What follows belongs to an exercise in optimizing a design on an open flow for small area and a short achievable clock period; a production flow would make more cautious choices. Where RTL was checked, it was by simulation tests only, not by an equivalence proof against the original. Power figures rest on the tool's default switching activity, not on a simulated workload. The clock port is modelled as an ideal driver; clocking choices that lean on that would not hold on a real chip.

// fifo
module fifo(
  input clk,rst,wr_en,rd_en,
  input [7:0] buf_in,
  output reg [7:0]buf_out,
  output buf_empty,
  output reg buf_full,
  output reg [6:0] fifo_counter
);
  reg [7:0] buf_mem[63:0];
  reg [7:0] rsel_lo;   
  reg not_empty;
  assign buf_empty = ~not_empty;
  wire wr_acc = wr_en & ~buf_full;
  wire rd_acc = rd_en & not_empty;
  wire inc = wr_acc & ~rd_acc;
  wire dec = rd_acc & ~wr_acc;
  integer i;
  always @(posedge clk) begin
    if (wr_acc) begin
      buf_mem[1] <= buf_in;
      for (i = 2; i < 64; i = i + 1)
        buf_mem[i] <= buf_mem[i-1];
      buf_mem[0] <= buf_mem[63];
    end
  end
  wire [7:0] rsel_hi;
  fifo_dec3 u_hi (.a(fifo_counter[5:3]), .y(rsel_hi));
  wire [7:0] out_next;
  wire rd_hold_n = ~rd_acc;
  genvar gg, kk, bb;
  generate
    for (bb = 0; bb < 8; bb = bb + 1) begin : g_bit
      wire [7:0] grp;   
      wire [7:0] n;     
      wire [3:0] m;
      wire [1:0] k;
      wire h;           
      for (gg = 0; gg < 8; gg = gg + 1) begin : g_grp
        wire [7:0] lo = rsel_lo;
        fifo_sel8 u_s (
          .d({buf_mem[8*gg+7][bb], buf_mem[8*gg+6][bb], buf_mem[8*gg+5][bb], buf_mem[8*gg+4][bb],
              buf_mem[8*gg+3][bb], buf_mem[8*gg+2][bb], buf_mem[8*gg+1][bb], buf_mem[8*gg][bb]}),
          .s(lo), .y(grp[gg]));
        fifo_nand3 u_n (.a(grp[gg]), .b(rsel_hi[gg]), .c(rd_acc), .y(n[gg]));
      end
      for (kk = 0; kk < 4; kk = kk + 1) begin : g_m
        fifo_nand2 u_m (.a(n[2*kk]), .b(n[2*kk+1]), .y(m[kk]));
      end
  ...
==> flow/config.mk <==
export PLATFORM = sky130hd
export DESIGN_NAME = fifo
export DESIGN_NICKNAME = fifo
export VERILOG_FILES = /design/flow/design.v
export SDC_FILE = /design/flow/constraint.sdc
export NUM_CORES = 4
export LEC_CHECK = 0
export CAP_MARGIN = 20
export CORE_MARGIN = 2
export CORE_UTILIZATION = 40
export SETUP_SLACK_MARGIN = 1.4
export SLEW_MARGIN = 20
export SYNTH_HIERARCHICAL = 1
export SYNTH_MINIMUM_KEEP_SIZE = 0
==> flow/constraint.sdc <==
create_clock -name core_clock -period 3.3 [get_ports {clk}]
set_input_delay 0.6600 -clock core_clock [delete_from_list [all_inputs] [get_ports {clk}]]
set_output_delay 0.6600 -clock core_clock [all_outputs]
set_load 0.01 [all_outputs]
standard.sh (not shown) runs the stock make flow with config.mk's settings and CLKGATE_MAP_FILE= SYNTH_SCRIPT=/design/flow/synth_recipe.tcl, a recipe that flattens the netlist after the stock synthesis.
==> flow/flow/run.sh <==
#!/bin/bash
# Standard ORFS layout, with plain buffers on the ports, resizing not limited
# to each cell's footprint, and larger clock-tree sink clusters.
set -euo pipefail
bash standard.sh MATCH_CELL_FOOTPRINT=0 \
  "BUFFER_PORTS_ARGS=-buffer_cell sky130_fd_sc_hd__buf_4" \
  "CTS_ARGS=-sink_clustering_enable -repair_clock_nets -dont_use_dummy_load -sink_clustering_size 30 -sink_clustering_max_diameter 100" \
  finish > flow.log 2>&1
The baseline produced a clean layout.
Edit:
SETUP_SLACK_MARGIN = 1.3   (was 1.4)
Outcome: Register-to-register slack loses 0.12 ns; worst hold slack gains 0.086 ns; routed wire length goes down by 2.9%; design area goes down by 0.50%; utilization goes down by 0.23 points; cell count goes down by 0.73%.
Function was not checked in any run of this note: the RTL went through the layout flow alone.

Setup of old:
Another version of the RTL of fifo (not shown whole).
Size in the first run: ~1200 cells after synthesis, ~29 I/O pins.
export LEC_CHECK = 0
export CAP_MARGIN = 20
export CORE_MARGIN = 2
export CORE_UTILIZATION = 40
export SETUP_SLACK_MARGIN = 1.4
export SLEW_MARGIN = 20
export SYNTH_HIERARCHICAL = 1
export SYNTH_MINIMUM_KEEP_SIZE = 0
create_clock -name core_clock -period 3.3 [get_ports {clk}]
Scripts as last shown in full above: flow/flow/run.sh
old was carried through to the last stage, and its layout satisfied the timing, DRC and antenna checks.
Modified inputs, new compared to old
Settings: SETUP_SLACK_MARGIN now 1.55, was 1.4.
Findings:
The final layout from new, which completed every stage, passed the timing, DRC and antenna checks at the end of the flow. old → new: clock power saw little to no change; data required time of the worst path shows a reduction of 0.30 ns; final worst-path cycle share saw an increase; layout buffer count excluding clock buffers saw an increase. Comparing old and new, the higher sum of internal, switching and leakage power is on new. On new: number of cells traversed by the worst register-to-register path is 3 lower than what old gave. [new vs old] setup slack: lower in new. Worst slew margin relative to its limit: higher on old. Higher wire length goes to new over old.

## what the ideal ports hide
The flow's constraints put no driver on any port. The routed layouts listed below were extracted and timed again, unchanged, in two steps.
Step 1 sets driving cells, clkbuf_16 on the clock port and buf_2 on the other inputs (assumed; they add their load-dependent delay and slew).
Step 2 adds t to the input delays and takes it off the output delays; t is the mean of the earliest and latest rising clock arrival at the registers after step 1. Input paths then give back, and output paths get back, about the clock's delay inside the block.
Slacks: no drivers / after step 1 / after step 2; pairs: no drivers / after step 1.
run	t, ns	setup slack, ns	hold slack, ns	worst setup path at the end
the first run of note 1	0.611	1.427 / 1.377 / 1.129	0.175 / 0.145 / 0.440	input to register
the second run of note 1	0.609	1.327 / 1.279 / 0.995	0.261 / 0.239 / 0.450	input to register
old	0.613	1.406 / 1.367 / 1.058	0.018 / -0.011 / 0.456	input to register
new	0.613	1.372 / 1.372 / 1.026	0.019 / -0.010 / 0.455	input to register
After both steps every run listed still meets setup and hold. For old, which loses most, drivers alone change the setup slack by -0.039 ns; drivers and shift together by -0.348 ns.
